What follows belongs to an exercise in optimizing a design on an open flow for small area and a short achievable clock period; a production flow would make more cautious choices.
RTL that was checked went through simulation tests only; none was proved equivalent to the original.
Only the layout flow was run in run 1; the RTL was not checked for function there.
Power is estimated from default activity; no workload was simulated.

==> flow/design.v, too long to show whole: its modules and the start of the top module <==
// module APB_Square: 1423 lines
// module apb_fa: 4 lines
// module apb_ha: 4 lines
// module apb_sel: 3 lines
// module apb_xor: 3 lines
module APB_Square
(
    input wire PWRITE,
    input wire PCLK,
    input wire PSEL,
    input wire [31:0] PADDR,
    input wire [31:0] PWDATA,
    output reg [31:0] PRDATA,
    input wire PENABLE,
    output reg PREADY,
    input PRESET
);
  // ...
==> flow/run.sh <==
#!/bin/bash
# synth_recipe.tcl (not shown) runs the flow's synth.tcl, then flattens the netlist and writes it again
# the make line also repeats each setting of config.mk as NAME=value (left out here)
make -C /OpenROAD-flow-scripts/flow DESIGN_CONFIG=/design/flow/config.mk WORK_HOME=/design/flow/orfs CLKGATE_MAP_FILE= SYNTH_SCRIPT=/design/flow/synth_recipe.tcl finish
==> flow/config.mk <==
export PLATFORM = sky130hd
export DESIGN_NAME = APB_Square
export DESIGN_NICKNAME = APB_Square
export VERILOG_FILES = /design/flow/design.v
export SDC_FILE = /design/flow/constraint.sdc
export NUM_CORES = 4
export LEC_CHECK = 0
export CAP_MARGIN = 20
export CORE_MARGIN = 2
export CORE_UTILIZATION = 40
export SETUP_SLACK_MARGIN = 4
export SLEW_MARGIN = 20
export SYNTH_HIERARCHICAL = 1
==> flow/constraint.sdc <==
create_clock -name core_clock -period 8.5 [get_ports {PCLK}]
set_input_delay 1.7000 -clock core_clock [delete_from_list [all_inputs] [get_ports {PCLK}]]
set_output_delay 1.7000 -clock core_clock [all_outputs]
set_load 0.01 [all_outputs]
==> summary.md, run 1 <==
| Metric | Value |
|---|---|
| Number of cells produced by synthesis | `1734` |
| Invs w/o clock | `60` |
| Synth-to-Final Area Change | `23.2%` |
| Main combinational cell family by area after synthesis | `adder cells` |
| Initial drt markers | `between 1500 and 2000` |
| Critical Path Source | `b[13]` |
| Vias in the first global route | `around 15000` |
| Register area share after synthesis | `around a fifth` |
| Critical-path cell list | `buf_4 > a21oi_4 > buf_8 > o22ai_2 > xor2_1 > fa_1 > fa_1 > fa_1 > fa_1 > fa_2 > xor2_2 > xnor2_2 > xnor2_1 > xnor2_1 > xnor2_1 > xnor2_1` |
| Fraction of layout cells with a size suffix above 1 | `12.9%` |
| Routed Antenna Nets | `0` |
| Final setup fails | `0` |
| GR Layer Usage met3 | `4.71%` |
| Gate power share | `3.5%` |
| Yosys reg bits | `approximately 160` |
| Initial Util | `between 40% and 50%` |
| Multi-input gate area | `approximately 13000 sq um` |
| Largest net degree at the start of global routing | `64` |
| Sequential cell area share | `between 15 and 20%` |
| CP arrival | `just under 5000 ps` |
| DRC violations left | `0` |
| Most flops, register | `cs_r` |
| Status | `timing/DRC/antenna clean` |
| Wire length on met2 | `between 20000 and 30000 microns` |
| Relative slew slack | `between 20 and 25%` |
| Synth Area in Adders | `between 20% and 30%` |
==> inputs of run 2 (changes only) <==
--- a/flow/design.v
+++ b/flow/design.v
@@ -1237,194 +1237,250 @@
   wire s318, k319;
   apb_fa u_s318 (.x(k212), .y(k214), .z(k216), .s(s318), .c(k319));
   wire s320, k321;
   apb_fa u_s320 (.x(s223), .y(s225), .z(s227), .s(s320), .c(k321));
   wire s322, k323;
   apb_fa u_s322 (.x(k218), .y(k220), .z(k222), .s(s322), .c(k323));
   wire s324 = s229 ^ s230 ^ s231;
   wire s325 = k224 ^ k226 ^ k228;
+  reg [118:0] cs_r;
+  always @(posedge PCLK) begin
+    cs_r[0] <= pp0_0;
+    cs_r[1] <= nc0;
+    cs_r[2] <= pp0_1;
+    cs_r[3] <= pp0_2;
+    cs_r[4] <= pp1_0;
+    cs_r[5] <= pp0_3;
+    cs_r[6] <= nc1;
+    cs_r[7] <= pp1_1;
+    cs_r[8] <= pp0_4;
+    cs_r[9] <= pp1_2;
+    cs_r[10] <= pp2_0;
+    cs_r[11] <= pp0_5;
+    cs_r[12] <= pp1_3;
+    cs_r[13] <= nc2;
+    cs_r[14] <= pp2_1;
+    cs_r[15] <= pp0_6;
+    cs_r[16] <= pp1_4;
+    cs_r[17] <= pp2_2;
+    cs_r[18] <= pp3_0;
+    cs_r[19] <= pp2_3;
+    cs_r[20] <= nc3;
+    cs_r[21] <= pp3_1;
+    cs_r[22] <= s232;
+    cs_r[23] <= pp3_2;
+    cs_r[24] <= pp4_0;
+    cs_r[25] <= s234;
+    cs_r[26] <= k233;
+    cs_r[27] <= pp4_1;
+    cs_r[28] <= s236;
+    cs_r[29] <= s238;
+    cs_r[30] <= k235;
+    cs_r[31] <= s240;
+    cs_r[32] <= s242;
+    cs_r[33] <= k237;
+    cs_r[34] <= k239;
+    cs_r[35] <= s244;
+    cs_r[36] <= s246;
+    cs_r[37] <= k241;
+    cs_r[38] <= k243;
+    cs_r[39] <= s248;
+    cs_r[40] <= s250;
+    cs_r[41] <= k245;
+    cs_r[42] <= k247;
+    cs_r[43] <= s252;
+    cs_r[44] <= s254;
+    cs_r[45] <= k249;
+    cs_r[46] <= k251;
+    cs_r[47] <= s256;
+    cs_r[48] <= s258;
+    cs_r[49] <= k253;
+    cs_r[50] <= k255;
+    cs_r[51] <= s260;
+    cs_r[52] <= s262;
+    cs_r[53] <= k257;
+    cs_r[54] <= k259;
+    cs_r[55] <= s264;
+    cs_r[56] <= s266;
+    cs_r[57] <= k261;
+    cs_r[58] <= k263;
+    cs_r[59] <= s268;
+    cs_r[60] <= s270;
+    cs_r[61] <= k265;
+    cs_r[62] <= k267;
+    cs_r[63] <= s272;
+    cs_r[64] <= s274;
+    cs_r[65] <= k269;
+    cs_r[66] <= k271;
+    cs_r[67] <= s276;
+    cs_r[68] <= s278;
+    cs_r[69] <= k273;
+    cs_r[70] <= k275;
+    cs_r[71] <= s280;
+    cs_r[72] <= s282;
+    cs_r[73] <= k277;
+    cs_r[74] <= k279;
+    cs_r[75] <= s284;
+    cs_r[76] <= s286;
+    cs_r[77] <= k281;
+    cs_r[78] <= k283;
+    cs_r[79] <= s288;
+    cs_r[80] <= s290;
+    cs_r[81] <= k285;
+    cs_r[82] <= k287;
+    cs_r[83] <= s292;
+    cs_r[84] <= s294;
+    cs_r[85] <= k289;
+    cs_r[86] <= k291;
+    cs_r[87] <= s296;
+    cs_r[88] <= s298;
+    cs_r[89] <= k293;
+    cs_r[90] <= k295;
+    cs_r[91] <= s300;
+    cs_r[92] <= s302;
+    cs_r[93] <= k297;
+    cs_r[94] <= k299;
+    cs_r[95] <= s304;
+    cs_r[96] <= s306;
+    cs_r[97] <= k301;
+    cs_r[98] <= k303;
+    cs_r[99] <= s308;
+    cs_r[100] <= s310;
+    cs_r[101] <= k305;
+    cs_r[102] <= k307;
+    cs_r[103] <= s312;
+    cs_r[104] <= s314;
+    cs_r[105] <= k309;
+    cs_r[106] <= k311;
+    cs_r[107] <= s316;
+    cs_r[108] <= s318;
+    cs_r[109] <= k313;
+    cs_r[110] <= k315;
+    cs_r[111] <= s320;
+    cs_r[112] <= s322;
+    cs_r[113] <= k317;
+    cs_r[114] <= k319;
+    cs_r[115] <= s324;
+    cs_r[116] <= s325;
+    cs_r[117] <= k321;
+    cs_r[118] <= k323;
+  end
   wire s326, k327;
-  apb_ha u_s326 (.x(pp0_5), .y(pp1_3), .s(s326), .c(k327));
+  apb_ha u_s326 (.x(cs_r[11]), .y(cs_r[12]), .s(s326), .c(k327));
   wire s328, k329;
-  apb_fa u_s328 (.x(pp0_6), .y(pp1_4), .z(pp2_2), .s(s328), .c(k329));
+  apb_fa u_s328 (.x(cs_r[15]), .y(cs_r[16]), .z(cs_r[17]), .s(s328), .c(k329));
   wire s330, k331;
-  apb_fa u_s330 (.x(pp2_3), .y(nc3), .z(pp3_1), .s(s330), .c(k331));
+  apb_fa u_s330 (.x(cs_r[19]), .y(cs_r[20]), .z(cs_r[21]), .s(s330), .c(k331));
   wire s332, k333;
-  apb_fa u_s332 (.x(pp3_2), .y(pp4_0), .z(s234), .s(s332), .c(k333));
+  apb_fa u_s332 (.x(cs_r[23]), .y(cs_r[24]), .z(cs_r[25]), .s(s332), .c(k333));
   wire s334, k335;
-  apb_fa u_s334 (.x(pp4_1), .y(s236), .z(s238), .s(s334), .c(k335));
+  apb_fa u_s334 (.x(cs_r[27]), .y(cs_r[28]), .z(cs_r[29]), .s(s334), .c(k335));
   wire s336, k337;
-  apb_fa u_s336 (.x(s240), .y(s242), .z(k237), .s(s336), .c(k337));
+  apb_fa u_s336 (.x(cs_r[31]), .y(cs_r[32]), .z(cs_r[33]), .s(s336), .c(k337));
   wire s338, k339;
-  apb_fa u_s338 (.x(s244), .y(s246), .z(k241), .s(s338), .c(k339));
+  apb_fa u_s338 (.x(cs_r[35]), .y(cs_r[36]), .z(cs_r[37]), .s(s338), .c(k339));
   wire s340, k341;
-  apb_fa u_s340 (.x(s248), .y(s250), .z(k245), .s(s340), .c(k341));
+  apb_fa u_s340 (.x(cs_r[39]), .y(cs_r[40]), .z(cs_r[41]), .s(s340), .c(k341));
   wire s342, k343;
-  apb_fa u_s342 (.x(s252), .y(s254), .z(k249), .s(s342), .c(k343));
+  apb_fa u_s342 (.x(cs_r[43]), .y(cs_r[44]), .z(cs_r[45]), .s(s342), .c(k343));
   wire s344, k345;
-  apb_fa u_s344 (.x(s256), .y(s258), .z(k253), .s(s344), .c(k345));
+  apb_fa u_s344 (.x(cs_r[47]), .y(cs_r[48]), .z(cs_r[49]), .s(s344), .c(k345));
   wire s346, k347;
-  apb_fa u_s346 (.x(s260), .y(s262), .z(k257), .s(s346), .c(k347));
+  apb_fa u_s346 (.x(cs_r[51]), .y(cs_r[52]), .z(cs_r[53]), .s(s346), .c(k347));
   wire s348, k349;
-  apb_fa u_s348 (.x(s264), .y(s266), .z(k261), .s(s348), .c(k349));
+  apb_fa u_s348 (.x(cs_r[55]), .y(cs_r[56]), .z(cs_r[57]), .s(s348), .c(k349));
   wire s350, k351;
-  apb_fa u_s350 (.x(s268), .y(s270), .z(k265), .s(s350), .c(k351));
+  apb_fa u_s350 (.x(cs_r[59]), .y(cs_r[60]), .z(cs_r[61]), .s(s350), .c(k351));
   wire s352, k353;
-  apb_fa u_s352 (.x(s272), .y(s274), .z(k269), .s(s352), .c(k353));
+  apb_fa u_s352 (.x(cs_r[63]), .y(cs_r[64]), .z(cs_r[65]), .s(s352), .c(k353));
   wire s354, k355;
-  apb_fa u_s354 (.x(s276), .y(s278), .z(k273), .s(s354), .c(k355));
+  apb_fa u_s354 (.x(cs_r[67]), .y(cs_r[68]), .z(cs_r[69]), .s(s354), .c(k355));
   wire s356, k357;
-  apb_fa u_s356 (.x(s280), .y(s282), .z(k277), .s(s356), .c(k357));
+  apb_fa u_s356 (.x(cs_r[71]), .y(cs_r[72]), .z(cs_r[73]), .s(s356), .c(k357));
   wire s358, k359;
-  apb_fa u_s358 (.x(s284), .y(s286), .z(k281), .s(s358), .c(k359));
+  apb_fa u_s358 (.x(cs_r[75]), .y(cs_r[76]), .z(cs_r[77]), .s(s358), .c(k359));
   wire s360, k361;
-  apb_fa u_s360 (.x(s288), .y(s290), .z(k285), .s(s360), .c(k361));
+  apb_fa u_s360 (.x(cs_r[79]), .y(cs_r[80]), .z(cs_r[81]), .s(s360), .c(k361));
   wire s362, k363;
-  apb_fa u_s362 (.x(s292), .y(s294), .z(k289), .s(s362), .c(k363));
+  apb_fa u_s362 (.x(cs_r[83]), .y(cs_r[84]), .z(cs_r[85]), .s(s362), .c(k363));
   wire s364, k365;
-  apb_fa u_s364 (.x(s296), .y(s298), .z(k293), .s(s364), .c(k365));
+  apb_fa u_s364 (.x(cs_r[87]), .y(cs_r[88]), .z(cs_r[89]), .s(s364), .c(k365));
   wire s366, k367;
-  apb_fa u_s366 (.x(s300), .y(s302), .z(k297), .s(s366), .c(k367));
+  apb_fa u_s366 (.x(cs_r[91]), .y(cs_r[92]), .z(cs_r[93]), .s(s366), .c(k367));
   wire s368, k369;
-  apb_fa u_s368 (.x(s304), .y(s306), .z(k301), .s(s368), .c(k369));
+  apb_fa u_s368 (.x(cs_r[95]), .y(cs_r[96]), .z(cs_r[97]), .s(s368), .c(k369));
   wire s370, k371;
-  apb_fa u_s370 (.x(s308), .y(s310), .z(k305), .s(s370), .c(k371));
+  apb_fa u_s370 (.x(cs_r[99]), .y(cs_r[100]), .z(cs_r[101]), .s(s370), .c(k371));
   wire s372, k373;
-  apb_fa u_s372 (.x(s312), .y(s314), .z(k309), .s(s372), .c(k373));
+  apb_fa u_s372 (.x(cs_r[103]), .y(cs_r[104]), .z(cs_r[105]), .s(s372), .c(k373));
   wire s374, k375;
-  apb_fa u_s374 (.x(s316), .y(s318), .z(k313), .s(s374), .c(k375));
+  apb_fa u_s374 (.x(cs_r[107]), .y(cs_r[108]), .z(cs_r[109]), .s(s374), .c(k375));
   wire s376, k377;
-  apb_fa u_s376 (.x(s320), .y(s322), .z(k317), .s(s376), .c(k377));
-  wire s378 = s324 ^ s325 ^ k321;
+  apb_fa u_s376 (.x(cs_r[111]), .y(cs_r[112]), .z(cs_r[113]), .s(s376), .c(k377));
+  wire s378 = cs_r[115] ^ cs_r[116] ^ cs_r[117];
   wire s379, k380;
-  apb_ha u_s379 (.x(pp0_3), .y(nc1), .s(s379), .c(k380));
+  apb_ha u_s379 (.x(cs_r[5]), .y(cs_r[6]), .s(s379), .c(k380));
   wire s381, k382;
-  apb_fa u_s381 (.x(pp0_4), .y(pp1_2), .z(pp2_0), .s(s381), .c(k382));
+  apb_fa u_s381 (.x(cs_r[8]), .y(cs_r[9]), .z(cs_r[10]), .s(s381), .c(k382));
   wire s383, k384;
-  apb_fa u_s383 (.x(nc2), .y(pp2_1), .z(s326), .s(s383), .c(k384));
+  apb_fa u_s383 (.x(cs_r[13]), .y(cs_r[14]), .z(s326), .s(s383), .c(k384));
   wire s385, k386;
-  apb_fa u_s385 (.x(pp3_0), .y(s328), .z(k327), .s(s385), .c(k386));
+  apb_fa u_s385 (.x(cs_r[18]), .y(s328), .z(k327), .s(s385), .c(k386));
   wire s387, k388;
-  apb_fa u_s387 (.x(s232), .y(s330), .z(k329), .s(s387), .c(k388));
+  apb_fa u_s387 (.x(cs_r[22]), .y(s330), .z(k329), .s(s387), .c(k388));
   wire s389, k390;
-  apb_fa u_s389 (.x(k233), .y(s332), .z(k331), .s(s389), .c(k390));
+  apb_fa u_s389 (.x(cs_r[26]), .y(s332), .z(k331), .s(s389), .c(k390));
   wire s391, k392;
-  apb_fa u_s391 (.x(k235), .y(s334), .z(k333), .s(s391), .c(k392));
+  apb_fa u_s391 (.x(cs_r[30]), .y(s334), .z(k333), .s(s391), .c(k392));
   wire s393, k394;
-  apb_fa u_s393 (.x(k239), .y(s336), .z(k335), .s(s393), .c(k394));
+  apb_fa u_s393 (.x(cs_r[34]), .y(s336), .z(k335), .s(s393), .c(k394));
   wire s395, k396;
-  apb_fa u_s395 (.x(k243), .y(s338), .z(k337), .s(s395), .c(k396));
+  apb_fa u_s395 (.x(cs_r[38]), .y(s338), .z(k337), .s(s395), .c(k396));
   wire s397, k398;
-  apb_fa u_s397 (.x(k247), .y(s340), .z(k339), .s(s397), .c(k398));
+  apb_fa u_s397 (.x(cs_r[42]), .y(s340), .z(k339), .s(s397), .c(k398));
   wire s399, k400;
-  apb_fa u_s399 (.x(k251), .y(s342), .z(k341), .s(s399), .c(k400));
+  apb_fa u_s399 (.x(cs_r[46]), .y(s342), .z(k341), .s(s399), .c(k400));
   wire s401, k402;
-  apb_fa u_s401 (.x(k255), .y(s344), .z(k343), .s(s401), .c(k402));
+  apb_fa u_s401 (.x(cs_r[50]), .y(s344), .z(k343), .s(s401), .c(k402));
   wire s403, k404;
-  apb_fa u_s403 (.x(k259), .y(s346), .z(k345), .s(s403), .c(k404));
+  apb_fa u_s403 (.x(cs_r[54]), .y(s346), .z(k345), .s(s403), .c(k404));
   wire s405, k406;
-  apb_fa u_s405 (.x(k263), .y(s348), .z(k347), .s(s405), .c(k406));
+  apb_fa u_s405 (.x(cs_r[58]), .y(s348), .z(k347), .s(s405), .c(k406));
   wire s407, k408;
-  apb_fa u_s407 (.x(k267), .y(s350), .z(k349), .s(s407), .c(k408));
+  apb_fa u_s407 (.x(cs_r[62]), .y(s350), .z(k349), .s(s407), .c(k408));
   wire s409, k410;
-  apb_fa u_s409 (.x(k271), .y(s352), .z(k351), .s(s409), .c(k410));
+  apb_fa u_s409 (.x(cs_r[66]), .y(s352), .z(k351), .s(s409), .c(k410));
   wire s411, k412;
-  apb_fa u_s411 (.x(k275), .y(s354), .z(k353), .s(s411), .c(k412));
+  apb_fa u_s411 (.x(cs_r[70]), .y(s354), .z(k353), .s(s411), .c(k412));
   wire s413, k414;
-  apb_fa u_s413 (.x(k279), .y(s356), .z(k355), .s(s413), .c(k414));
+  apb_fa u_s413 (.x(cs_r[74]), .y(s356), .z(k355), .s(s413), .c(k414));
   wire s415, k416;
-  apb_fa u_s415 (.x(k283), .y(s358), .z(k357), .s(s415), .c(k416));
+  apb_fa u_s415 (.x(cs_r[78]), .y(s358), .z(k357), .s(s415), .c(k416));
   wire s417, k418;
-  apb_fa u_s417 (.x(k287), .y(s360), .z(k359), .s(s417), .c(k418));
+  apb_fa u_s417 (.x(cs_r[82]), .y(s360), .z(k359), .s(s417), .c(k418));
   wire s419, k420;
-  apb_fa u_s419 (.x(k291), .y(s362), .z(k361), .s(s419), .c(k420));
+  apb_fa u_s419 (.x(cs_r[86]), .y(s362), .z(k361), .s(s419), .c(k420));
   wire s421, k422;
-  apb_fa u_s421 (.x(k295), .y(s364), .z(k363), .s(s421), .c(k422));
+  apb_fa u_s421 (.x(cs_r[90]), .y(s364), .z(k363), .s(s421), .c(k422));
   wire s423, k424;
-  apb_fa u_s423 (.x(k299), .y(s366), .z(k365), .s(s423), .c(k424));
+  apb_fa u_s423 (.x(cs_r[94]), .y(s366), .z(k365), .s(s423), .c(k424));
   wire s425, k426;
-  apb_fa u_s425 (.x(k303), .y(s368), .z(k367), .s(s425), .c(k426));
+  apb_fa u_s425 (.x(cs_r[98]), .y(s368), .z(k367), .s(s425), .c(k426));
   wire s427, k428;
-  apb_fa u_s427 (.x(k307), .y(s370), .z(k369), .s(s427), .c(k428));
+  apb_fa u_s427 (.x(cs_r[102]), .y(s370), .z(k369), .s(s427), .c(k428));
   wire s429, k430;
-  apb_fa u_s429 (.x(k311), .y(s372), .z(k371), .s(s429), .c(k430));
+  apb_fa u_s429 (.x(cs_r[106]), .y(s372), .z(k371), .s(s429), .c(k430));
   wire s431, k432;
-  apb_fa u_s431 (.x(k315), .y(s374), .z(k373), .s(s431), .c(k432));
+  apb_fa u_s431 (.x(cs_r[110]), .y(s374), .z(k373), .s(s431), .c(k432));
   wire s433, k434;
-  apb_fa u_s433 (.x(k319), .y(s376), .z(k375), .s(s433), .c(k434));
-  wire s435 = k323 ^ s378 ^ k377;
-  reg [62:0] cs_r;
-  always @(posedge PCLK) begin
-    cs_r[0] <= pp0_0;
-    cs_r[1] <= nc0;
-    cs_r[2] <= pp0_1;
-    cs_r[3] <= pp0_2;
-    cs_r[4] <= pp1_0;
-    cs_r[5] <= pp1_1;
-    cs_r[6] <= s379;
-    cs_r[7] <= s381;
-    cs_r[8] <= k380;
-    cs_r[9] <= s383;
-    cs_r[10] <= k382;
-    cs_r[11] <= s385;
-    cs_r[12] <= k384;
-    cs_r[13] <= s387;
-    cs_r[14] <= k386;
-    cs_r[15] <= s389;
-    cs_r[16] <= k388;
-    cs_r[17] <= s391;
-    cs_r[18] <= k390;
-    cs_r[19] <= s393;
-    cs_r[20] <= k392;
-    cs_r[21] <= s395;
-    cs_r[22] <= k394;
-    cs_r[23] <= s397;
-    cs_r[24] <= k396;
-    cs_r[25] <= s399;
-    cs_r[26] <= k398;
-    cs_r[27] <= s401;
-    cs_r[28] <= k400;
-    cs_r[29] <= s403;
-    cs_r[30] <= k402;
-    cs_r[31] <= s405;
-    cs_r[32] <= k404;
-    cs_r[33] <= s407;
-    cs_r[34] <= k406;
-    cs_r[35] <= s409;
-    cs_r[36] <= k408;
-    cs_r[37] <= s411;
-    cs_r[38] <= k410;
-    cs_r[39] <= s413;
-    cs_r[40] <= k412;
-    cs_r[41] <= s415;
-    cs_r[42] <= k414;
-    cs_r[43] <= s417;
-    cs_r[44] <= k416;
-    cs_r[45] <= s419;
-    cs_r[46] <= k418;
-    cs_r[47] <= s421;
-    cs_r[48] <= k420;
-    cs_r[49] <= s423;
-    cs_r[50] <= k422;
-    cs_r[51] <= s425;
-    cs_r[52] <= k424;
-    cs_r[53] <= s427;
-    cs_r[54] <= k426;
-    cs_r[55] <= s429;
-    cs_r[56] <= k428;
-    cs_r[57] <= s431;
-    cs_r[58] <= k430;
-    cs_r[59] <= s433;
-    cs_r[60] <= k432;
-    cs_r[61] <= s435;
-    cs_r[62] <= k434;
-  end
-  wire s436 = cs_r[61] ^ cs_r[62];
-  wire [31:0] prod = {s436, cs_r[59], cs_r[57], cs_r[55], cs_r[53], cs_r[51], cs_r[49], cs_r[47], cs_r[45], cs_r[43], cs_r[41], cs_r[39], cs_r[37], cs_r[35], cs_r[33], cs_r[31], cs_r[29], cs_r[27], cs_r[25], cs_r[23], cs_r[21], cs_r[19], cs_r[17], cs_r[15], cs_r[13], cs_r[11], cs_r[9], cs_r[7], cs_r[5], cs_r[3], cs_r[1], cs_r[0]} + {1'b0, cs_r[60], cs_r[58], cs_r[56], cs_r[54], cs_r[52], cs_r[50], cs_r[48], cs_r[46], cs_r[44], cs_r[42], cs_r[40], cs_r[38], cs_r[36], cs_r[34], cs_r[32], cs_r[30], cs_r[28], cs_r[26], cs_r[24], cs_r[22], cs_r[20], cs_r[18], cs_r[16], cs_r[14], cs_r[12], cs_r[10], cs_r[8], cs_r[6], cs_r[4], cs_r[2], 1'b0};
+  apb_fa u_s433 (.x(cs_r[114]), .y(s376), .z(k375), .s(s433), .c(k434));
+  wire s435 = cs_r[118] ^ s378 ^ k377;
+  wire s436 = s435 ^ k434;
+  wire [31:0] prod = {s436, s433, s431, s429, s427, s425, s423, s421, s419, s417, s415, s413, s411, s409, s407, s405, s403, s401, s399, s397, s395, s393, s391, s389, s387, s385, s383, s381, cs_r[7], cs_r[3], cs_r[1], cs_r[0]} + {1'b0, k432, k430, k428, k426, k424, k422, k420, k418, k416, k414, k412, k410, k408, k406, k404, k402, k400, k398, k396, k394, k392, k390, k388, k386, k384, k382, k380, s379, cs_r[4], cs_r[2], 1'b0};
 endmodule
 module apb_fa (input wire x, input wire y, input wire z, output wire s, output wire c);
   assign s = x ^ y ^ z;
   assign c = (x & y) | (x & z) | (y & z);
 endmodule
 module apb_ha (input wire x, input wire y, output wire s, output wire c);
   assign s = x ^ y;
   assign c = x & y;
==> flow/config.mk (replaced) <==
export PLATFORM = sky130hd
export DESIGN_NAME = APB_Square
export DESIGN_NICKNAME = APB_Square
export VERILOG_FILES = /design/flow/design.v
export SDC_FILE = /design/flow/constraint.sdc
export NUM_CORES = 4
export LEC_CHECK = 0
export CAP_MARGIN = 20
export CORE_MARGIN = 2
export CORE_UTILIZATION = 40
export SETUP_SLACK_MARGIN = 5
export SLEW_MARGIN = 20
export SYNTH_HIERARCHICAL = 1
==> summary.md, run 2 <==
| Metric | Value |
|---|---|
| Worst-Skew Late Latency | `~570 ps` |
| Die extent in y | `approximately 210 microns` |
| DP Area | `18800 sq um` |
| Die area | `44000 sq um` |
| Syn_area_per_cell | `approximately 9.5 sq um` |
| Final min period | `between 3000 and 4000 ps` |
| CP arrival | `3940 ps (-1020 ps)` |
| Crit end category | `flip-flop` |
| Antenna violations before repair | `0` |
| GRT Total Usage | `~29%` |
| Clk sink count | `between 200 and 250` |
| Diodes inserted | `0` |
| Final setup fails | `0 (unchanged)` |
| Congestion Overflow GR | `0` |
| Root Driver | `clkbuf_16` |
| Wire length per cell | `25.8 microns` |
| Max-cap violations | `0` |
| Number of cells produced by synthesis | `1773 (+2.2%)` |
| H-tree Lvls | `1` |
| Row cnt | `75` |
| Synth-to-Final Area Change | `27.7%` |
| Number of synthesized flops with an enable pin | `0` |
| I/O Buffers | `around 100` |
| RSZ-0062 raised after global routing | `true` |
| Num CTS Buffers | `25` |
| Post-synthesis async set-or-reset flop share | `0%` |
| Critical Path Fanout Max | `17` |
| Placed cell count | `2383` |
| WHS Path Cells | `1` |
| Clock skew | `roughly 11 ps` |
| Post-Layout Cell Count | `approximately 2500` |
| Final instance area | `21600 sq um` |
| Post-synth cell types | `between 50 and 60` |
| Smallest hold slack | `~420 ps` |
| Core Area | `about 42000 sq um` |
| Min-Delay Path Class | `flip-flop to flip-flop` |
| Register area share after synthesis | `25.7% (+5.2 points)` |
| Synthesized area | `between 15000 and 20000 sq um` |
| Setup TNS | `0 ps` |
| Commonest non-fill, non-tap cell in the layout | `xor2_1` |
| Total Routed Length | `65500 microns` |
| Most flops, register | `cs_r` |
| Largest net degree at the start of global routing | `59 (-7.8%)` |
| Max Slew Vio Count | `0` |
| Vias in the first global route | `15600 (+7.9%)` |
| Top_reg_cell synth | `dfxtp_1` |
| Fraction of layout cells with a size suffix above 1 | `17.1% (+4.2 points)` |
| Synth top area share | `25.7%` |
| Cell Pwr Density | `roughly 100 nW/um^2` |
| Routed Antenna Nets | `0 (unchanged)` |
| LEAKAGE | `10.1 nW` |
| Final clock period utilization by the worst path | `41.4%` |
| Initial Util | `40.5% (-0.16 points)` |
| Final Hold Vio Count | `0` |
| Power, Total | `approximately 0.0022 W` |
| Pre-Repair DR Iteration Count | `6` |
| Count leader, synth | `xor2_1` |
| Net Count, Synth | `around 2100` |
| Yosys reg bits | `217 (+35%)` |
| CTS max path bufs | `3` |
| Relative slew slack | `26.4% (+4.1 points)` |
| DP HPWL | `between 40000 and 50000 microns` |
| First-pass GRT wire length | `96900 microns` |
| IO Count | `~100` |
| Top cells by area, synth | `dfxtp_1 26%, fa_1 23%, xor2_1 15%, o22ai_1 9.5%, nand2_1 4.0%` |
| Commonest cells after routing, fill and taps aside | `276 x xor2_1, 249 x o22ai_1, 196 x dfxtp_1` |
| Vias post-DR | `roughly 16000` |
| Kind of critical path | `flip-flop to flip-flop` |
| CTS tree | `built` |
| Gpl congestion | `between 0.9 and 1` |
| Worst-path clk slew | `60 ps` |
| Synth cell count leaders | `287 x xor2_1, 258 x o22ai_1, 217 x dfxtp_1` |
| Flip-flop count of the largest register after layout | `119` |
| # fillers | `between 3000 and 4000` |
| Achievable Freq | `284 MHz` |
| Die W | `210 microns` |
| Initial drt markers | `1952 (+16%)` |
| Startpoint Class | `flip-flop` |
| Worst Max-Slew Pin Slew | `about 1100 ps` |
| Vias per std cell | `roughly 6.2` |
| Status | `timing/DRC/antenna clean` |
| Fin nets | `2286` |
| DRC violations left | `0 (unchanged)` |
| CP Data Required Time | `8920 ps` |
| VDD IR max | `0.000124 V` |
| Number of cells on the worst reg-to-reg path | `7` |
| Yosys top cell by area | `dfxtp_1` |
| Synth warnings | `7` |
run 2: stage by stage:
step,worst slack [ps],util (%)
finish,4980,51.7
floorplan,4830,-
global route,4930,51.7
CTS,4980,50.3
detailed placement,3610,45.0
global placement,3560,44.9
run 2: final cells by class:
class                   instances  area, sq um  area share, %
multi-input cells            1452        13200           61.0
flip-flops and latches        217         4400           20.3
repair buffers                224         2250           10.4
clock buffers                  37          741           3.43
well taps                     539          674           3.12
inverters                      55          241           1.12
clock inverters                 9          111          0.515
repair inverters                1         5.00         0.0231
run 2: what timing repair did:
item | 4_1_cts | 5_1_grt
hold buffers | 0 | 0
endpoints found under the setup margin | 147 | 122
pin swaps | 51 | 60
buffers inserted | 67 | 26
cloned | 9 | 3
gates resized for setup | 152 | 78
run 2: per-layer routing:
layer	share of wire [%]	wire [microns]	GRT usage, %	vias to the layer above
met5	0	0	0	-
met4	5.2	3420	13.6	0
met3	11	6980	6.34	214
met2	45	29500	46.5	1052
met1	39	25600	37.9	7711
li1	-	-	-	6656
run 2: final timing paths:
path | start | slack [ps] | end
max | a[15] | 4980 | cs_r[111]
min | PREADY | 420 | PREADY
max reg2reg | a[15] | 4980 | cs_r[111]
min reg2reg | PREADY | 420 | PREADY
run 2: kinds of logic (layout without fill, tap and decap cells):
group,Yosys count,in the layout,synth area share (%)
buf+inv,113,326,2.65
fa+ha+maj,241,241,26.5
flops,217,217,25.7
xor+xnor,327,327,16.9
mux,21,21,1.24
compound gates,496,499,17.9
simple gates,358,364,9.06
run 2: critical path, stage by stage, from the launching register on:
cell     delay (ps)
dfxtp_1         320
inv_1           490
o22ai_1         230
xor2_1          210
fa_1            600
fa_1            450
fa_1            590
fa_1            470
run 2: modules after synthesis, one instance, submodules excluded:
module / area (sq um) / times used / flip-flops and latches
APB_Square: 8990 / 1 / 217
apb_xor: 8.76 / 256 / 0
apb_ha: 12.5 / 14 / 0
apb_fa: 20.0 / 196 / 0
apb_sel: 6.26 / 256 / 0
run 2: where the power goes:
part	total (W)	internal [W]	switching, W
clock network	0.00113	0.000666	0.000460
registers	0.00102	0.00101	0.00000121
logic	0.0000628	0.0000284	0.0000344
==> inputs of run 3 (changes only) <==
==> flow/flow/run.sh (new file) <==
#!/bin/bash
# The standard layout (standard.sh: standard synthesis through finish), with the
# port buffers that buffer_ports inserts made the smallest buffer cell.
set -euo pipefail
export BUFFER_PORTS_ARGS="-buffer_cell sky130_fd_sc_hd__buf_1"
bash standard.sh > standard.log 2>&1
==> flow/standard.sh (new file) <==
#!/bin/bash
# synth_recipe.tcl (not shown) runs the flow's synth.tcl, then flattens the netlist and writes it again
# the make line also repeats each setting of config.mk as NAME=value (left out here)
make -C /OpenROAD-flow-scripts/flow DESIGN_CONFIG=/design/flow/config.mk WORK_HOME=/design/flow/orfs CLKGATE_MAP_FILE= SYNTH_SCRIPT=/design/flow/synth_recipe.tcl "${@:-finish}"
removed: flow/run.sh
==> summary.md, run 3 <==
| Metric | Value |
|---|---|
| Clock skew | `23.1 ps (+12.2 ps)` |
| First-pass GRT wire length | `94600 microns (-2.4%)` |
| Final min period | `3490 ps (-28.3 ps)` |
| Status | `timing/DRC/antenna clean` |
| Post-synthesis async set-or-reset flop share | `0% (unchanged)` |
| Antenna violations before repair | `0 (unchanged)` |
| Critical Path Fanout Max | `36 (+19)` |
| Largest net degree at the start of global routing | `85 (+44%)` |
| Crit end category | `flip-flop` |
| Total Routed Length | `63400 microns (-3.3%)` |
| Critical-path cell list | `buf_1 > nor4_4 > nand4_1 > or3_1 > buf_4 > or4_4 > nor2_2 > a21oi_1 > o21ai_0` |
| Fin nets | `2262 (-1.0%)` |
| Max Slew Vio Count | `0 (unchanged)` |
| Die area | `44000 sq um (unchanged)` |
| Worst Max-Slew Pin Slew | `971 ps (-131 ps)` |
| Min-Delay Path Class | `flip-flop to flip-flop` |
| Register area share after synthesis | `25.7% (unchanged)` |
| CP arrival | `3980 ps (+40 ps)` |
| CTS max path bufs | `3 (unchanged)` |
| Die W | `210 microns (unchanged)` |
| Congestion Overflow GR | `0 (unchanged)` |
| Num CTS Buffers | `26 (+4.0%)` |
| GRT Total Usage | `28.4% (-0.72 points)` |
| Core Area | `41900 sq um (unchanged)` |
| Commonest non-fill, non-tap cell in the layout | `xor2_1` |
| Synth cell count leaders | `287 x xor2_1, 258 x o22ai_1, 217 x dfxtp_1` |
| I/O Buffers | `101 (unchanged)` |
| Initial drt markers | `1691 (-13%)` |
| Seq pwr share | `46.5% (+0.4 points)` |
| CP Data Required Time | `8990 ps (+70 ps)` |
| CTS tree | `built` |
| Clk sink count | `217 (unchanged)` |
| Syn_area_per_cell | `9.55 sq um (unchanged)` |
| Root Driver | `clkbuf_16` |
| Row cnt | `75 (unchanged)` |
| Net Count, Synth | `2083 (unchanged)` |
| Routed Antenna Nets | `0 (unchanged)` |
| Max-cap violations | `0 (unchanged)` |
| Kind of critical path | `input pin to flip-flop` |
| Post-synth cell types | `59 (unchanged)` |
| Commonest cells after routing, fill and taps aside | `276 x xor2_1, 248 x o22ai_1, 202 x dfxtp_1` |
| CP max-delay cell | `or4_4` |
| Yosys reg bits | `217 (unchanged)` |
| Fraction of layout cells with a size suffix above 1 | `14.4% (-2.7 points)` |
| Net Sw Frac | `23.6% (+1.2 points)` |
| Reg2reg setup slack | `5050 ps (+70 ps)` |
| Gate power share | `2.0% (-0.8 points)` |
| Top cells by area, synth | `dfxtp_1 26%, fa_1 23%, xor2_1 15%, o22ai_1 9.5%, nand2_1 4.0%` |
| Count leader, synth | `xor2_1` |
| Achievable Freq | `286 MHz (+0.81%)` |
| H-tree Lvls | `1 (unchanged)` |
| LEAKAGE | `9.61 nW (-5.0%)` |
| IO Count | `102 (unchanged)` |
| DP Area | `18200 sq um (-3.4%)` |
| Synth-to-Final Area Change | `21.7%` |
| DRC violations left | `0 (unchanged)` |
| Synth top area share | `25.7% (unchanged)` |
| Yosys top cell by area | `dfxtp_1` |
| Most flops, register | `cs_r` |
| Multi-input gate area | `13000 sq um (-1.3%)` |
| Power, Total | `0.00218 W (-0.96%)` |
| Top_reg_cell synth | `dfxtp_1` |
| Gpl congestion | `0.893 (-2.3%)` |
| Initial Util | `40.5% (unchanged)` |
| Vias post-DR | `15400 (-1.3%)` |
| Worst-Skew Late Latency | `580 ps (about the same)` |
| Relative slew slack | `35.2% (+8.8 points)` |
| RSZ-0062 raised after global routing | `true` |
| Largest stage delay, worst path | `590 ps (about the same)` |
| Cell Pwr Density | `106 nW/um^2 (+3.9%)` |
| Final setup fails | `0 (unchanged)` |
| Synthesized area | `16900 sq um (unchanged)` |
| Final clock period utilization by the worst path | `41.1% (-0.33 points)` |
| # fillers | `3881 (+3.6%)` |
| Worst-path clk slew | `60 ps (about the same)` |
| Vias per std cell | `6.15 (-0.36%)` |
| DP HPWL | `39500 microns (-1.9%)` |
| Die extent in y | `210 microns (unchanged)` |
| Diodes inserted | `0 (unchanged)` |
| Final instance area | `20600 sq um (-4.7%)` |
| VDD IR max | `0.000167 V (+34%)` |
| Flip-flop count of the largest register after layout | `119 (unchanged)` |
| Vias in the first global route | `15400 (-1.4%)` |
| Post-CTS Hold Buffers | `0 (unchanged)` |
| Synth warnings | `7 (unchanged)` |
| Clk pwr share | `51.5% (+0.4 points)` |
| Pint | `0.00167 W (-2.4%)` |
| Number of synthesized flops with an enable pin | `0 (unchanged)` |
| Register area | `4390 sq um (-0.11%)` |
| Setup TNS | `0 ps (unchanged)` |
| Switching power | `0.000516 W (+4.1%)` |
| Final Hold Vio Count | `0 (unchanged)` |
| Startpoint Class | `input pin` |
| Wire length per cell | `25.2 microns (-2.4%)` |
| Pre-Repair DR Iteration Count | `5 (-1)` |
| Number of cells produced by synthesis | `1773 (unchanged)` |
-- run 3: changes by cell type in the layout (fill, tap and decap cells not counted), moves of 6 or more --
cell	change
dfxtp_2	-7
clkinv_1	+6
dlygate4sd2_1	-21
buf_6	-8
clkdlybuf4s50_1	-75
dfxtp_1	+6
buf_1	+99
buf_4	-13
-- run 3: cell type report --
type                            count  share of cell area [%]
Multi-Input combinational cell   1450                    63.2
Sequential cell                   217                    21.3
Timing Repair Buffer              201                    6.85
Clock buffer                       31                    3.34
Tap cell                          539                    3.27
Inverter                           55                    1.23
Clock inverter                     17                   0.789
Timing Repair inverter              1                  0.0243
-- run 3: repair_timing --
action,CTS,global route
setup buffers,55,15
endpoints found under the setup margin,148,102
cloned,7,1
pin swaps,31,33
resized for setup,95,54
-- run 3: power groups by stage --
stage / clock (W) / combinational [W] / sequential (W)
6_report: 0.00112 / 0.0000432 / 0.00101
2_1_floorplan: 0 / 0.0000152 / 0.00104
3_3_place_gp: 0 / 0.0000403 / 0.00104
5_1_grt: 0.00117 / 0.0000448 / 0.00101
3_5_place_dp: 0 / 0.0000400 / 0.00104
4_1_cts: 0.00114 / 0.0000421 / 0.00102
-- run 3: worst paths after layout --
kind | cells after the start | from | to
min | 1 | PREADY | PREADY
max | 9 | PADDR[15] | PRDATA[29]
min reg2reg | 1 | PREADY | PREADY
max reg2reg | 11 | cs_r[51] | PRDATA[24]
-- run 3: metrics by stage --
step / worst slack, ps / hold WS, ps / util [%] / cells
2_1_floorplan: 4830 / 432 / - / 1773
4_1_cts: 4960 / 428 / 48.2 / 2494
6_report: 5010 / 429 / 49.3 / 2511
3_3_place_gp: 3530 / 411 / 43.4 / 2384
3_5_place_dp: 3450 / 419 / 43.4 / 2384
5_1_grt: 4890 / 450 / 49.3 / 2511
-- run 3: per-layer routing --
metal	global-route usage, %	wire, microns	vias up	share of wire (%)
met5	0	0	-	0
met4	12.6	2710	0	4.3
met3	5.49	6500	177	10
met2	45.1	29100	978	46
met1	37.9	25100	7693	40
li1	-	-	6588	-
-- run 3: Yosys stat by module (local to each module, per instance) --
module      copies in the design  cell area (sq um)  flops+latches
apb_ha                        14               12.5              0
apb_fa                       196               20.0              0
apb_xor                      256               8.76              0
apb_sel                      256               6.26              0
APB_Square                     1               8990            217
-- run 3: critical path, delay by kind of cell --
family                 cells  cell delay (ps)
AO/OA/AOI/OAI              2              140
buffers and inverters      2              370
AND/OR/NAND/NOR            5             1760
-- run 3: cell families after synthesis --
family / count (synthesis) / share of synthesized area [%]
compound gates: 496 / 17.9
xor+xnor: 327 / 16.9
fa+ha+maj: 241 / 26.5
buf+inv: 113 / 2.65
flops: 217 / 25.7
mux: 21 / 1.24
simple gates: 358 / 9.06
==> inputs of run 4 (changes only) <==
--- a/flow/flow/run.sh
+++ b/flow/flow/run.sh
@@ -4,3 +4,4 @@
 set -euo pipefail
 export BUFFER_PORTS_ARGS="-buffer_cell sky130_fd_sc_hd__buf_1"
+export SETUP_SLACK_MARGIN=6
 bash standard.sh > standard.log 2>&1
--- a/flow/config.mk
+++ b/flow/config.mk
@@ -9,5 +9,4 @@
 export CORE_MARGIN = 2
 export CORE_UTILIZATION = 40
-export SETUP_SLACK_MARGIN = 5
 export SLEW_MARGIN = 20
 export SYNTH_HIERARCHICAL = 1
==> summary.md, run 4 <==
| Metric | Value |
|---|---|
| DP HPWL | `39200 microns (-0.84%)` |
| Largest net degree at the start of global routing | `96 (+13%)` |
| Commonest non-fill, non-tap cell in the layout | `xor2_1` |
| LEAKAGE | `11.3 nW (+18%)` |
| Final min period | `3680 ps (+191 ps)` |
| Critical Path Source | `cs_r[23]` |
| Finished Core Util | `60.9% (+12 points)` |
| Post-synth cell types | `59 (unchanged)` |
| Net Count, Synth | `2083 (unchanged)` |
| Max Slew Vio Count | `0 (unchanged)` |
| Vias per std cell | `6.63 (+7.8%)` |
| Register area share after synthesis | `25.7% (unchanged)` |
| Worst-path clk slew | `70 ps (about the same)` |
| Antenna violations before repair | `1 (+1)` |
| Synth-to-Final Area Change | `50.5%` |
| Clk sink count | `217 (unchanged)` |
| Row cnt | `75 (unchanged)` |
| Cell Pwr Density | `87.3 nW/um^2 (-18%)` |
| Core Area | `41900 sq um (unchanged)` |
| DRC violations left | `0 (unchanged)` |
| Gpl congestion | `0.894 (about the same)` |
| I/O Buffers | `101 (unchanged)` |
| Count leader, synth | `xor2_1` |
| Achievable Freq | `272 MHz (-5.2%)` |
| Status | `timing/DRC/antenna clean` |
| Hold Crit Start | `a[3]` |
| Fin nets | `2431 (+7.5%)` |
| Top cells by area, synth | `dfxtp_1 26%, fa_1 23%, xor2_1 15%, o22ai_1 9.5%, nand2_1 4.0%` |
| Initial Util | `40.5% (unchanged)` |
| Critical Path Fanout Max | `4 (-89%)` |
| Min-Delay Path Class | `flip-flop to flip-flop` |
| Congestion Overflow GR | `0 (unchanged)` |
| Wire length per cell | `29.6 microns (+17%)` |
| Reg-to-Reg Start | `cs_r[23]` |
| VDD IR max | `0.000146 V (-12%)` |
| Pre-Repair DR Iteration Count | `7 (+2)` |
| CTS tree | `built` |
| Largest stage delay, worst path | `610 ps (+20 ps)` |
| Power, Total | `0.00222 W (+1.9%)` |
| Critical-path cell list | `fa_1 > fa_1 > ha_4 > and3_4 > nand2_2 > a211oi_4 > o211ai_1 > buf_4 > nand3b_1 > a21oi_2 > xor2_2 > o221ai_2` |
| Num CTS Buffers | `25 (-3.8%)` |
| Most frequent CP cell | `fa_1` |
| Number of synthesized flops with an enable pin | `0 (unchanged)` |
| Relative slew slack | `8.63% (-27 points)` |
| Initial drt markers | `2801 (+66%)` |
| Vias in the first global route | `17000 (+10%)` |
| Number of cells produced by synthesis | `1773 (unchanged)` |
| GRT Total Usage | `32.1% (+3.6 points)` |
| Startpoint Class | `flip-flop` |
| Commonest cells after routing, fill and taps aside | `251 x xor2_1, 203 x o22ai_1, 149 x dfxtp_1` |
| Synth warnings | `7 (unchanged)` |
| Die area | `44000 sq um (unchanged)` |
| Final instance area | `25500 sq um (+24%)` |
| Fraction of layout cells with a size suffix above 1 | `43.5% (+29 points)` |
| Buffers and inverters on the worst path | `1 (-1)` |
| Crit end category | `flip-flop` |
| Kind of critical path | `flip-flop to flip-flop` |
| Final clock period utilization by the worst path | `43.3% (+2.2 points)` |
| CP max-delay cell | `fa_1` |
| Top_reg_cell synth | `dfxtp_1` |
| Synth cell count leaders | `287 x xor2_1, 258 x o22ai_1, 217 x dfxtp_1` |
| Final Hold Vio Count | `0 (unchanged)` |
| Synthesized area | `16900 sq um (unchanged)` |
| Final setup fails | `0 (unchanged)` |
| Die W | `210 microns (unchanged)` |
| H-tree Lvls | `1 (unchanged)` |
| Pre-CTS WS | `3960 ps (+509 ps)` |
| CP arrival | `4140 ps (+160 ps)` |
| # fillers | `3062 (-21%)` |
| Worst-Skew Late Latency | `590 ps (about the same)` |
| Die extent in y | `210 microns (unchanged)` |
| Max-cap violations | `0 (unchanged)` |
| Worst Max-Slew Pin Slew | `1370 ps (+394 ps)` |
| Yosys top cell by area | `dfxtp_1` |
| Setup TNS | `0 ps (unchanged)` |
| Syn_area_per_cell | `9.55 sq um (unchanged)` |
| Vias post-DR | `17800 (+15%)` |
| Root Driver | `clkbuf_16` |
| CP Data Required Time | `8960 ps (-30 ps)` |
| CTS max path bufs | `3 (unchanged)` |
| Cell family with the largest share of critical-path delay | `adder cells` |
| Synth top area share | `25.7% (unchanged)` |
| Flip-flop count of the largest register after layout | `119 (unchanged)` |
| RSZ-0062 raised after global routing | `true` |
| Yosys reg bits | `217 (unchanged)` |
| Most flops, register | `cs_r` |
| Post-synthesis async set-or-reset flop share | `0% (unchanged)` |
| Final worst slack | `4820 ps (-191 ps)` |
| Routed Antenna Nets | `0 (unchanged)` |
| Total Routed Length | `79200 microns (+25%)` |
| First-pass GRT wire length | `106000 microns (+12%)` |
| Clock skew | `16.2 ps (-6.83 ps)` |
| DP Area | `18300 sq um (+0.61%)` |
| IO Count | `102 (unchanged)` |
==> run 4: cell types whose count changed in the layout (fill, tap and decap cells not counted), sizes merged <==
cell	before	now
diode	0	2
bufinv	4	2
clkbuf	33	45
bufbuf	0	1
a21oi	127	126
clkinv	12	4
inv	47	38
buf	199	358
or4	1	2
nor2b	20	21
clkinvlp	10	22
==> run 4: stage by stage <==
stage                     hold WS (ps)  instances
after global routing               495       2677
final                              480       2679
after CTS                          460       2610
after detailed placement           429       2380
after floorplan                    439       1773
after global placement             422       2380
==> run 4: area by class of cell <==
cell class,instances,area (sq um),share of cell area (%)
Inverter,55,295,1.16
Sequential cell,217,4500,17.7
Antenna cell,2,5.00,0.0196
Multi-Input combinational cell,1451,15300,60.0
Tap cell,539,674,2.65
Clock inverter,6,95.1,0.373
Clock buffer,38,756,2.97
Timing Repair inverter,5,37.5,0.147
Timing Repair Buffer,366,3840,15.1
==> run 4: Yosys stat by module, one instance, submodules excluded <==
module / cells / flip-flops and latches
apb_fa: 1 / 0
apb_xor: 1 / 0
APB_Square: 1051 / 217
apb_ha: 1 / 0
apb_sel: 1 / 0
==> run 4: metal layers <==
metal	track usage (%)	vias to the layer above	part of all wire, %
li1	-	6956	-
met1	39.5	8562	35
met2	50.8	1658	43
met3	8.38	576	13
met4	18.9	0	9.0
met5	0	-	0
==> run 4: power breakdown <==
group          internal, W  switching, W  leakage (nW)
logic            0.0000141     0.0000440          9.09
clock network     0.000673      0.000483         0.420
registers          0.00101    0.00000188          1.79
==> run 4: path summary, 6_finish.rpt <==
check,end,slack [ps],cells past startpoint
max reg2reg,PRDATA[24],4820,12
min,a[3],480,2
min reg2reg,a[3],480,2
max,PRDATA[24],4820,12
==> run 4: kinds of logic after synthesis <==
group / Yosys count / synth area share, %
compound gates: 496 / 17.9
simple gates: 358 / 9.06
xor+xnor: 327 / 16.9
fa+ha+maj: 241 / 26.5
flops: 217 / 25.7
buf+inv: 113 / 2.65
mux: 21 / 1.24
==> run 4: repair_timing <==
item                                   in CTS  in global routing
hold buffers                                0                  0
endpoints found under the hold margin       0                  0
setup buffers                             157                 61
cloned                                     29                  5
setup endpoints to repair                 218                202
resized for setup                         512                381
pin swaps                                 144                177
==> run 4: worst min-delay path, stage by stage (launching register included) <==
cell and delay, ps:
dfxtp_1 310, nand2_1 80, a21oi_2 50
==> inputs of run 5 (changes only) <==
--- a/flow/flow/run.sh
+++ b/flow/flow/run.sh
@@ -4,4 +4,4 @@
 set -euo pipefail
 export BUFFER_PORTS_ARGS="-buffer_cell sky130_fd_sc_hd__buf_1"
-export SETUP_SLACK_MARGIN=6
+export SETUP_SLACK_MARGIN=5.3
 bash standard.sh > standard.log 2>&1
--- a/flow/config.mk
+++ b/flow/config.mk
@@ -8,5 +8,6 @@
 export CAP_MARGIN = 20
 export CORE_MARGIN = 2
-export CORE_UTILIZATION = 40
+export CORE_UTILIZATION = 60
+export CTS_BUF_LIST = sky130_fd_sc_hd__clkbuf_4
 export SLEW_MARGIN = 20
 export SYNTH_HIERARCHICAL = 1
==> summary.md, run 5 <==
| Metric | Value |
|---|---|
| Min-Delay Path Class | `flip-flop to flip-flop` |
| RSZ-0062 raised after global routing | `true` |
| CP max-delay cell | `fa_2` |
| Synth warnings | `7 (unchanged)` |
| Register area share after synthesis | `25.7% (unchanged)` |
| Worst min-delay path endpoint | `PREADY` |
| Pre-CTS WS | `3940 ps (-21.2 ps)` |
| Vias per std cell | `6.68 (+0.84%)` |
| Total Routed Length | `66000 microns (-17%)` |
| Top_reg_cell synth | `dfxtp_1` |
| First-pass GRT wire length | `97100 microns (-8.3%)` |
| Root Driver | `clkbuf_4` |
| Die W | `172 microns (-18%)` |
| Crit end category | `flip-flop` |
| Antenna violations before repair | `1 (unchanged)` |
| Power, Total | `0.00200 W (-10%)` |
| Cell family with the largest share of critical-path delay | `adder cells` |
| Smallest hold slack | `428 ps (-51.1 ps)` |
| Kind of critical path | `flip-flop to flip-flop` |
| Synth-to-Final Area Change | `27.0%` |
| Max-cap violations | `0 (unchanged)` |
| Synth cell count leaders | `287 x xor2_1, 258 x o22ai_1, 217 x dfxtp_1` |
| Congestion Overflow GR | `0 (unchanged)` |
| Most flops, register | `cs_r` |
| Worst-path clk slew | `70 ps (about the same)` |
| Vias in the first global route | `16300 (-4.6%)` |
| CTS max path bufs | `3 (unchanged)` |
| Number of cells produced by synthesis | `1773 (unchanged)` |
| Routed Antenna Nets | `0 (unchanged)` |
| Final Hold Vio Count | `0 (unchanged)` |
| Setup TNS | `0 ps (unchanged)` |
| # fillers | `1911 (-38%)` |
| Hold Crit Start | `PREADY` |
| Number of cells on the worst reg-to-reg path | `11 (-1)` |
| Largest stage delay, worst path | `560 ps (-50 ps)` |
| Synth top area share | `25.7% (unchanged)` |
| Final worst slack | `5060 ps (+238 ps)` |
| IO Count | `102 (unchanged)` |
| Post-synthesis async set-or-reset flop share | `0% (unchanged)` |
| Count leader, synth | `xor2_1` |
| Max Slew Vio Count | `0 (unchanged)` |
| Initial Util | `60.9% (+20 points)` |
| Initial drt markers | `2358 (-16%)` |
| Cell Pwr Density | `92.9 nW/um^2 (+6.5%)` |
| Placed cell count | `2217 (-6.8%)` |
| Buffers and inverters on the worst path | `3 (+2)` |
| Net Count, Synth | `2083 (unchanged)` |
| Commonest cells after routing, fill and taps aside | `265 x xor2_1, 228 x o22ai_1, 192 x dfxtp_1` |
| Final setup fails | `0 (unchanged)` |
| Post-synth cell types | `59 (unchanged)` |
| LEAKAGE | `10.0 nW (-11%)` |
| Flip-flop count of the largest register after layout | `119 (unchanged)` |
| Number of synthesized flops with an enable pin | `0 (unchanged)` |
| R2r endpoint | `cs_r[99]` |
| Most frequent CP cell | `fa_2` |
| Synthesized area | `16900 sq um (unchanged)` |
| Clk sink count | `217 (unchanged)` |
| DRC violations left | `0 (unchanged)` |
| Startpoint Class | `flip-flop` |
| Final clock period utilization by the worst path | `40.5% (-2.8 points)` |
| CTS tree | `built` |
| Row cnt | `61 (-19%)` |
| Die extent in y | `172 microns (-18%)` |
| I/O Buffers | `101 (unchanged)` |
| Fin nets | `2348 (-3.4%)` |
| Reg2reg setup slack | `5060 ps (+240 ps)` |
| Critical-path cell list | `buf_6 > nor2_4 > a21oi_4 > buf_12 > buf_12 > o22ai_4 > xor2_2 > fa_2 > fa_2 > fa_2 > fa_2` |
| Yosys reg bits | `217 (unchanged)` |
| Pre-Repair DR Iteration Count | `9 (+2)` |
| Num CTS Buffers | `57 (+130%)` |
| Reg-to-Reg Start | `b[3]` |
| Post-Layout Cell Count | `2454 (-8.4%)` |
| Fraction of layout cells with a size suffix above 1 | `23.1% (-20 points)` |
| VDD IR max | `0.0000800 V (-45%)` |
| Top cells by area, synth | `dfxtp_1 26%, fa_1 23%, xor2_1 15%, o22ai_1 9.5%, nand2_1 4.0%` |
| Commonest non-fill, non-tap cell in the layout | `xor2_1` |
| Largest net degree at the start of global routing | `95 (-1.0%)` |
| Yosys top cell by area | `dfxtp_1` |
| CP arrival | `4050 ps (-90 ps)` |
| Worst Max-Slew Pin Slew | `1040 ps (-321 ps)` |
| Relative slew slack | `30.4% (+22 points)` |
| Worst-Skew Late Latency | `760 ps (+170 ps)` |
| Post-CTS Hold Buffers | `0 (unchanged)` |
| DP HPWL | `37100 microns (-5.2%)` |
| Syn_area_per_cell | `9.55 sq um (unchanged)` |
| Final min period | `3440 ps (-238 ps)` |
| Clock skew | `46.9 ps (+30.7 ps)` |
| Critical Path Fanout Max | `6 (+2)` |
| Gpl congestion | `0.900 (+0.72%)` |
| H-tree Lvls | `2 (+1)` |
| Wire length per cell | `26.9 microns (-9.0%)` |
| Status | `timing/DRC/antenna clean` |
| Vias post-DR | `16400 (-7.6%)` |
| WHS Path Cells | `1 (-1)` |
| Achievable Freq | `290 MHz (+6.9%)` |
| CP Data Required Time | `9110 ps (+150 ps)` |
| Die area | `29600 sq um (-33%)` |
| Core Area | `27800 sq um (-34%)` |
| GRT Total Usage | `44.3% (+12 points)` |
## run 5: cell counts after synthesis
Identical to the previous run, type by type.
## run 5: worst max-delay path by stage
stage / startpoint / end / depth (start not counted)
3_3_place_gp: PADDR[28] / PRDATA[23] / 8
3_5_place_dp: PADDR[28] / PRDATA[23] / 8
5_1_grt: b[3] / cs_r[99] / 11
4_1_cts: b[3] / cs_r[103] / 10
2_1_floorplan: b[3] / cs_r[107] / 9
6_report: b[3] / cs_r[99] / 11
## run 5: report_power, final
part | total (W) | switching (W) | internal, W
logic | 0.0000416 | 0.0000301 | 0.0000115
clock network | 0.000944 | 0.000470 | 0.000474
registers | 0.00101 | 0.00000133 | 0.00101
total | 0.00200 | 0.000502 | 0.00150
## run 5: worst reg2reg max path, stage by stage, from the launching register on
cell	delay [ps]
dfxtp_4	430
buf_6	130
nor2_4	40
a21oi_4	160
buf_12	150
buf_12	120
o22ai_4	70
xor2_2	220
fa_2	560
fa_2	450
fa_2	550
fa_2	420
## run 5: logic make-up after synthesis
| group | synth area share, % |
|---|---|
| AO/OA/AOI/OAI | 17.9 |
| flip-flops | 25.7 |
| buffers and inverters | 2.65 |
| XOR/XNOR | 16.9 |
| AND/OR/NAND/NOR | 9.06 |
| adder cells (fa/ha/maj) | 26.5 |
| multiplexers | 1.24 |
## run 5: layout make-up
cell class / instances / area, sq um / area share (%)
flip-flops and latches: 217 / 4420 / 20.6
repair buffers: 251 / 1980 / 9.22
well taps: 378 / 473 / 2.20
clock buffers: 83 / 623 / 2.90
diodes: 2 / 5.00 / 0.0233
repair inverters: 7 / 37.5 / 0.175
clock inverters: 12 / 83.8 / 0.390
multi-input cells: 1449 / 13600 / 63.2
inverters: 55 / 280 / 1.30
## run 5: stage by stage
step	area, sq um	util, %
2_1_floorplan	17400	-
3_3_place_gp	18100	65.0
3_5_place_dp	18100	65.0
4_1_cts	20800	75.0
5_1_grt	21500	77.4
6_report	21500	77.4
## run 5: per-layer routing
layer / vias up / wire length (microns) / track usage [%]
met5: - / 0 / 0.522
met4: 0 / 4910 / 25.9
met3: 366 / 10100 / 15.7
met2: 1451 / 27400 / 64.6
met1: 7771 / 23600 / 56.9
li1: 6809 / - / -
## run 5: repair_timing
item                       in CTS  in global routing
setup buffers                  93                 28
pin swaps                      77                 90
cloned                         15                  4
setup endpoints to repair     156                132
gates resized for setup       189                 83
## run 5: Yosys stat by module (local to each module, per instance)
module / flops+latches / cells inside / copies in the design
APB_Square: 217 / 1051 / 1
apb_fa: 0 / 1 / 196
apb_ha: 0 / 1 / 14
apb_xor: 0 / 1 / 256
apb_sel: 0 / 1 / 256
==> inputs of run 6 (changes only) <==
--- a/flow/flow/run.sh
+++ b/flow/flow/run.sh
@@ -4,4 +4,3 @@
 set -euo pipefail
 export BUFFER_PORTS_ARGS="-buffer_cell sky130_fd_sc_hd__buf_1"
-export SETUP_SLACK_MARGIN=5.3
 bash standard.sh > standard.log 2>&1
--- a/flow/config.mk
+++ b/flow/config.mk
@@ -10,4 +10,6 @@
 export CORE_UTILIZATION = 60
 export CTS_BUF_LIST = sky130_fd_sc_hd__clkbuf_4
+export SETUP_SLACK_MARGIN = 5
 export SLEW_MARGIN = 20
 export SYNTH_HIERARCHICAL = 1
+export TNS_END_PERCENT = 5
==> summary.md, run 6 <==
| Metric | Value |
|---|---|
| Status | `timing/DRC/antenna clean` |
| Syn_area_per_cell | `9.55 sq um (unchanged)` |
| Critical Path Source | `a[15]` |
| Worst-Skew Late Latency | `770 ps (about the same)` |
| Largest stage delay, worst path | `640 ps (+80 ps)` |
| Buffers and inverters on the worst path | `1 (-2)` |
| Die extent in y | `172 microns (unchanged)` |
| Achievable Freq | `275 MHz (-5.3%)` |
| Top cells by area, synth | `dfxtp_1 26%, fa_1 23%, xor2_1 15%, o22ai_1 9.5%, nand2_1 4.0%` |
| CP arrival | `4230 ps (+180 ps)` |
| Pre-Repair DR Iteration Count | `8 (-1)` |
| Synth top area share | `25.7% (unchanged)` |
| Antenna violations before repair | `1 (unchanged)` |
| Synth-to-Final Area Change | `16.7%` |
| GRT Total Usage | `41.8% (-2.5 points)` |
| Post-synth cell types | `59 (unchanged)` |
| Pre-CTS WS | `4110 ps (+169 ps)` |
| Gpl congestion | `0.926 (+2.8%)` |
| Initial drt markers | `2067 (-12%)` |
| VDD IR max | `0.000109 V (+36%)` |
| CTS tree | `built` |
| Top_reg_cell synth | `dfxtp_1` |
| CP Data Required Time | `9090 ps (-20 ps)` |
| Relative slew slack | `25.9% (-4.5 points)` |
| Final min period | `3640 ps (+194 ps)` |
| I/O Buffers | `101 (unchanged)` |
| Vias per std cell | `6.50 (-2.7%)` |
| First-pass GRT wire length | `91700 microns (-5.5%)` |
| Final clock period utilization by the worst path | `42.8% (+2.3 points)` |
| Fraction of layout cells with a size suffix above 1 | `14.6% (-8.5 points)` |
| Final Hold Vio Count | `0 (unchanged)` |
| Hold Crit Start | `PREADY` |
| Kind of critical path | `flip-flop to flip-flop` |
| Worst Max-Slew Pin Slew | `1110 ps (+66.3 ps)` |
| Startpoint Class | `flip-flop` |
| Post-CTS Hold Buffers | `0 (unchanged)` |
| Vias post-DR | `15500 (-5.5%)` |
| Critical Path Fanout Max | `17 (+11)` |
| Min-Delay Path Class | `flip-flop to flip-flop` |
| Commonest cells after routing, fill and taps aside | `280 x xor2_1, 250 x o22ai_1, 202 x dfxtp_1` |
| CP max-delay cell | `fa_1` |
| H-tree Lvls | `2 (unchanged)` |
| Congestion Overflow GR | `0 (unchanged)` |
| RSZ-0062 raised after global routing | `true` |
| Total Routed Length | `61500 microns (-6.9%)` |
| Power, Total | `0.00208 W (+4.0%)` |
| Root Driver | `clkbuf_4` |
| Cell family with the largest share of critical-path delay | `adder cells` |
| Die W | `172 microns (unchanged)` |
| Critical-path cell list | `inv_1 > o22ai_1 > xor2_1 > fa_1 > fa_1 > fa_1 > fa_1` |
| Synth warnings | `7 (unchanged)` |
| Final setup fails | `0 (unchanged)` |
| Count leader, synth | `xor2_1` |
| Num CTS Buffers | `60 (+5.3%)` |
| Setup TNS | `0 ps (unchanged)` |
| Core Area | `27800 sq um (unchanged)` |
| Routed Antenna Nets | `0 (unchanged)` |
| Synth cell count leaders | `287 x xor2_1, 258 x o22ai_1, 217 x dfxtp_1` |
| Register area share after synthesis | `25.7% (unchanged)` |
| Yosys top cell by area | `dfxtp_1` |
| Worst-path clk slew | `70 ps (about the same)` |
| Clock skew | `56.7 ps (+9.82 ps)` |
| IO Count | `102 (unchanged)` |
| Die area | `29600 sq um (unchanged)` |
| Most flops, register | `cs_r` |
| Wire length per cell | `25.8 microns (-4.1%)` |
| Final worst slack | `4860 ps (-194 ps)` |
| Number of synthesized flops with an enable pin | `0 (unchanged)` |
| Row cnt | `61 (unchanged)` |
| Reg-to-Reg Start | `a[15]` |
| Cell Pwr Density | `105 nW/um^2 (+13%)` |
| Largest net degree at the start of global routing | `94 (-1.1%)` |
| CTS max path bufs | `3 (unchanged)` |
| Post-synthesis async set-or-reset flop share | `0% (unchanged)` |
| Synthesized area | `16900 sq um (unchanged)` |
| Max-cap violations | `0 (unchanged)` |
| DRC violations left | `0 (unchanged)` |
| Clk sink count | `217 (unchanged)` |
| Number of cells produced by synthesis | `1773 (unchanged)` |
| Net Count, Synth | `2083 (unchanged)` |
| Commonest non-fill, non-tap cell in the layout | `xor2_1` |
| DP HPWL | `38200 microns (+2.9%)` |
| LEAKAGE | `9.51 nW (-4.9%)` |
| Max Slew Vio Count | `0 (unchanged)` |
| Most frequent CP cell | `fa_1` |
| Yosys reg bits | `217 (unchanged)` |
| Initial Util | `60.9% (unchanged)` |
| Crit end category | `flip-flop` |
| Fin nets | `2266 (-3.5%)` |
| Vias in the first global route | `15400 (-5.4%)` |
| Flip-flop count of the largest register after layout | `119 (unchanged)` |
## run 6: changes by cell type in the layout (fill, tap and decap cells not counted), sizes merged
cell,change
buf,-71
clkbuf,+13
clkinvlp,-12
inv,+9
bufbuf,-5
nor2b,-3
bufinv,-1
nand2,-1
## run 6: final timing paths
path,end,slack [ps],cells after the start
setup / recovery,cs_r[111],4860,7
hold / removal,PREADY,420,1
setup reg to reg,cs_r[111],4860,7
hold reg to reg,PREADY,420,1
## run 6: per-stage QoR
stage / hold slack (ps) / instance area [sq um] / cells / utilization, %
final: 425 / 19800 / 2383 / 71.1
after global routing: 447 / 19800 / 2382 / 71.1
after CTS: 429 / 19600 / 2374 / 70.6
after detailed placement: 421 / 17900 / 2221 / 64.6
after global placement: 415 / 17900 / 2221 / 64.6
after floorplan: 432 / 17200 / 1773 / -
## run 6: cell type report
| cell class | instances | area (sq um) |
|---|---|---|
| repair inverters | 2 | 10.0 |
| repair buffers | 175 | 1120 |
| clock buffers | 96 | 721 |
| well taps | 378 | 473 |
| flip-flops and latches | 217 | 4390 |
| clock inverters | 13 | 87.6 |
| diodes | 2 | 5.00 |
| inverters | 55 | 230 |
| multi-input cells | 1445 | 12700 |
| fillers | 2262 | 8020 |
## run 6: kinds of logic after synthesis
| kind of cell | count (synthesis) | share of synthesized area (%) |
|---|---|---|
| compound gates | 496 | 17.9 |
| xor+xnor | 327 | 16.9 |
| fa+ha+maj | 241 | 26.5 |
| buf+inv | 113 | 2.65 |
| flops | 217 | 25.7 |
| mux | 21 | 1.24 |
| simple gates | 358 | 9.06 |
## run 6: layer usage
layer / share of wire [%] / routed length [microns] / global-route usage (%)
met1: 38 / 23400 / 54.5
met2: 43 / 26700 / 62.9
met5: 0 / 0 / 0
met4: 5.5 / 3380 / 20.5
met3: 13 / 8040 / 13.5
## run 6: where the power goes
part	switching [W]	internal (W)	leakage, nW
clock network	0.000485	0.000540	0.485
logic	0.0000273	0.0000113	7.27
registers	0.000000965	0.00101	1.76
total	0.000513	0.00157	9.51
## run 6: per-module statistics from Yosys, one instance, submodules excluded
module,times used,flip-flops and latches,cells
APB_Square,1,217,1051
apb_fa,196,0,1
apb_ha,14,0,1
apb_sel,256,0,1
apb_xor,256,0,1
## run 6: timing repair
action | 4_1_cts | 5_1_grt
gates cloned | 4 | 0
endpoints found under the setup margin | 104 | 98
gates resized for setup | 78 | 19
buffers inserted | 40 | 7
pin swaps | 15 | 5

-- what the ideal ports hide --
No port has a modelled driver above. Below, the same layouts with a new extraction and two added sets of constraints. Step 1 sets driving cells, clkbuf_16 on the clock port and buf_2 on the other inputs (assumed; they add their load-dependent delay and slew). Step 2 adds t to the input delays and takes it off the output delays; t is the mean of the earliest and latest rising clock arrival at the registers after step 1. Input paths then give back, and output paths get back, about the clock's delay inside the block. Slacks: ideal / step 1 / step 2; pairs: ideal / step 1.
run | t (ns) | slack for setup (ns) | worst setup path after step 2
run 1 | 0.520 | 3.932 / 3.932 / 3.706 | input to register
run 2 | 0.619 | 4.980 / 4.980 / 4.401 | input to register
run 3 | 0.627 | 5.009 / 5.041 / 4.414 | input to register
run 4 | 0.637 | 4.818 / 4.818 / 4.478 | input to register
run 5 | 0.784 | 5.055 / 5.055 / 4.630 | input to register
run 6 | 0.780 | 4.862 / 4.862 / 4.292 | input to register
After both steps every run listed still meets setup and hold. The setup slack of run 3, which loses most, moves by +0.032 ns with the drivers and by -0.595 ns with both steps.
